What follows belongs to an exercise in optimizing a design on an open flow for a short achievable clock period and few clock cycles; a production flow would make more cautious choices.
The RTL was checked by simulation tests, not by an equivalence proof against the original design.
The clock input has no modelled driver; a real chip could not lean on it and would need a root buffer or a full tree.
Power is estimated from default activity; no workload was simulated.

Design top, start of the top module:
module top (
    input logic clk,
    input logic reset,
    output logic [4:0] curr_inst_addr,
    input logic [15:0] curr_inst,
    output logic write_enable_dmem,
    output logic [3:0] write_addr_dmem,
    output logic [7:0] write_data_dmem,
    output logic halted
);
Size in the first run: about 570 flip-flops, ~37 I/O pins.
export LEC_CHECK = 0
export CAP_MARGIN = 20
export CORE_MARGIN = 2
export CORE_UTILIZATION = 40
export SETUP_SLACK_MARGIN = 3.0
export SLEW_MARGIN = 20
export SYNTH_HIERARCHICAL = 1
export SYNTH_MINIMUM_KEEP_SIZE = 0
create_clock -name core_clock -period 4.2 [get_ports {clk}]
standard.sh (not shown) runs the stock make flow with config.mk's settings and CLKGATE_MAP_FILE= SYNTH_SCRIPT=/design/flow/synth_recipe.tcl, a recipe that flattens the netlist after the stock synthesis.
==> flow/flow/run.sh <==
#!/bin/bash
# Own flow: the standard layout (standard.sh) with two changes:
#  - the clock tree is built by flow/pre_cts.tcl (a two-level balanced tree,
#    see flow/mycts.tcl) instead of TritonCTS;
#  - the cells in flow/dont_use.txt are kept out of synthesis and timing
#    repair: the platform's own DONT_USE_CELLS list, plus full and half adders,
#    slow 3- and 4-input OR/NOR and AOI/OAI cells, 4-input muxes and delay
#    cells, so that abc and the resizer build the logic from faster cells.
# Every tool's output goes to the ORFS logs under orfs/logs and to standard.log.
set -euo pipefail
export PRE_CTS_TCL="$PWD/flow/pre_cts.tcl"
du="$(tr '\n' ' ' < flow/dont_use.txt)"
sed "s|\"\${@:-finish}\"|DONT_USE_CELLS=\"$du\" \"\${@:-finish}\"|" standard.sh > standard_du.sh
bash standard_du.sh ${FLOW_STANDARD_TARGETS:-} > standard.log 2>&1
Other scripts of this flow, unchanged in this note and not shown: flow/flow/dont_use.txt, flow/flow/mycts.tcl, flow/flow/pre_cts.tcl
Testbench counts at the start, summed over its fixed seeds: cycles 24,759.
Rerun with:
--- a/flow/design.v
+++ b/flow/design.v
@@ -98,18 +98,27 @@
 endmodule
 module ao21 (
     input  logic a,
     input  logic b,
     input  logic c,
     output logic y
 );
   assign y = a | (b & c);
 endmodule
+module andn #(
+    parameter int WIDTH = 5
+) (
+    input  logic [WIDTH - 1:0] a,
+    input  logic b,
+    output logic [WIDTH - 1:0] y
+);
+  assign y = a & ~{WIDTH{b}};
+endmodule
 `timescale 1ns / 1ps
 module bpsel (
     input logic [31:0] bp,
     input logic [4:0] a,
     output logic y
 );
   logic [31:0] oh;
   always_comb
     for (int j = 0; j < 32; j++) oh[j] = (a == 5'(j));
@@ -224,38 +233,40 @@
   logic [15:0] d_rb;
   logic d_dm_r, d_dm_s;   
   logic d_rep;   
   logic [4:0] d_pc1, d_tgt, d_pc;
   logic [15:0] d_ra;
   logic d_ra_r, d_rb_r, d_st_r;
   logic d_ra_s, d_ra_l, d_ra_w;
   logic d_rb_s, d_rb_l, d_rb_w;
   logic d_st_s, d_st_l, d_st_w, d_st_k;
-  logic ex_wr, ex_add, ex_br, ex_halt, ex_pred, ex_bpa;
+  logic ex_wr, ex_add, ex_br, ex_halt, ex_pred;
   logic [3:0] ex_dst;
   logic [15:0] ex_we;   
   logic [7:0] ex_a, ex_b, ex_l;
   logic [7:0] ex_ne;   
   logic [4:0] ex_alt;   
   logic [31:0] ex_bpc;   
   logic bu_v, bu_t;
   logic [31:0] bu_a;
   logic w_v;
   logic [15:0] w_we;
   logic [7:0] w_d;
   logic st_v;
   logic [3:0] st_a;
   logic [7:0] st_d;
+  logic st_v_o;   
+  logic [7:0] st_d_o;
   logic [15:0] st_we;   
   assign curr_inst_addr = pc_o;
-  assign write_enable_dmem = st_v;
+  assign write_enable_dmem = st_v_o;
   assign write_addr_dmem = st_a;
-  assign write_data_dmem = st_d;
+  assign write_data_dmem = st_d_o;
   assign halted = halted_r;
   logic [7:0] sum, res;
   logic taken;
   add8 add (
       .a(ex_a),
       .b(ex_b),
       .s(sum)
   );
   mux2 #(8) res_mux (
@@ -299,18 +310,25 @@
       .s (d_rb_s),
       .y (b_n)
   );
   fwd8 s_mux (
       .d0(s_e),
       .d1(sum),
       .s (d_st_s),
       .y (s_n)
   );
+  logic [7:0] s_n_o;
+  fwd8 s_mux_o (
+      .d0(s_e),
+      .d1(sum),
+      .s (d_st_s),
+      .y (s_n_o)
+  );
   logic [7:0] l_n;
   assign l_n = (dmb & {8{d_dm_r}}) | (st_d & {8{d_dm_s}}) | (d_k8 & {8{d_imm}});
   logic is_st, is_ld, is_add, is_br, is_halt, f_wr;
   logic [3:0] dst, sta;
   logic [15:0] ra_oh, rb_oh;
   logic ra_r, rb_r, st_r;
   logic ra_s, ra_l, ra_w, rb_s, rb_l, rb_w, st_s, st_l, st_w, st_k, fwm, rep;
   fctl fc (
       .inst(curr_inst),
@@ -391,30 +409,37 @@
   mux2 #(5) pc_mux_o (
       .d0(pc_f),
       .d1(ex_alt),
       .s (mispredict),
       .y (pc_od)
   );
   logic seq_ok;
   assign seq_ok = !mispredict && !take && !reset && !replay;
   ao21 bp_ao (
-      .a((mispredict && ex_bpa) || (replay && !reset && d_pred)),
+      .a(mispredict || (replay && !reset && d_pred)),
       .b(seq_ok),
       .c(bp_seq),
       .y(bp_d)
   );
+  logic st_v_od;
+  andn #(1) st_v_gate (
+      .a(!reset && d_v && d_st && !replay),
+      .b(mispredict),
+      .y(st_v_od)
+  );
   logic f_ok, d_ok;
   assign f_ok = !halted_r && !(d_v && d_halt) && !ex_halt && !mispredict && !replay;
   assign d_ok = d_v && !mispredict && !replay;
   logic [4:0] pc1;
   assign pc1 = pc + 5'd1;
   always_ff @(posedge clk) begin
     pc <= pc_d;
+    st_v_o <= st_v_od;
     pc_o <= pc_od;
     bp_cur <= bp_d;
     halted_r <= halted_d;
     if (reset) begin
       r0cap <= cap;
       d_v <= cap;
       ex_wr <= 1'b0;
       ex_br <= 1'b0;
       ex_halt <= 1'b0;
@@ -464,23 +489,23 @@
     ex_add <= d_add;
     ex_dst <= d_dst;
     ex_we <= 16'd1 << d_dst;
     ex_a <= a_n;
     ex_b <= b_n;
     ex_ne <= a_e ^ b_e;
     ex_l <= l_n;
     ex_pred <= d_pred;
     ex_alt <= d_pred ? d_pc1 : d_tgt;
-    ex_bpa <= d_pred ? bp_t[d_pc1] : bp_t[d_tgt];
     ex_bpc <= 32'd1 << d_pc;
     st_a <= d_sta;
     st_we <= 16'd1 << d_sta;
     st_d <= s_n;
+    st_d_o <= s_n_o;
   end
   always_ff @(posedge clk) begin
     bu_t <= taken;
     bu_a <= ex_bpc;
     w_we <= ex_we;
     w_d <= res;
   end
   always_ff @(posedge clk)
     for (int i = 0; i < 16; i++)
The new run completed without violations; power shrinks by 2.2%; final cell count shrinks by 1.4%; via count shrinks by 4.6%; worst setup slack loses 0.0088 ns; first-iteration DRC count shrinks by 13%; area after synthesis grows by 0.82%.
Testbench counts after the change, summed over its fixed seeds: cycles 24,759.
In every run of this note, the design's own scripts or RTL, not TritonCTS, make the clock network.

-- re-timing with driven ports --
The flow's constraints put no driver on any port. The routed layouts listed below were extracted and timed again, unchanged, in two steps. Step 1 assumes that a clkbuf_16 drives the clock port and a buf_2 every other input. Step 2 also shifts input and output timing later by t, the mid clock arrival at the registers, as if the neighbouring blocks saw the same clock. a / b / c = ideal / step 1 / step 2; a / b = the first two.
| run | shift t [ns] | setup slack, ns | hold WS [ns] | worst setup path at the end |
|---|---|---|---|---|
| the first run | 0.495 | 2.431 / 2.319 / 1.824 | 0.294 / 0.294 / 0.294 | input to register |
| the second run | 0.496 | 2.422 / 2.359 / 1.895 | 0.329 / 0.329 / 0.329 | input to register |
After both steps every run listed still meets setup and hold. For the first run, which loses most, drivers alone change the setup slack by -0.112 ns; drivers and shift together by -0.607 ns.
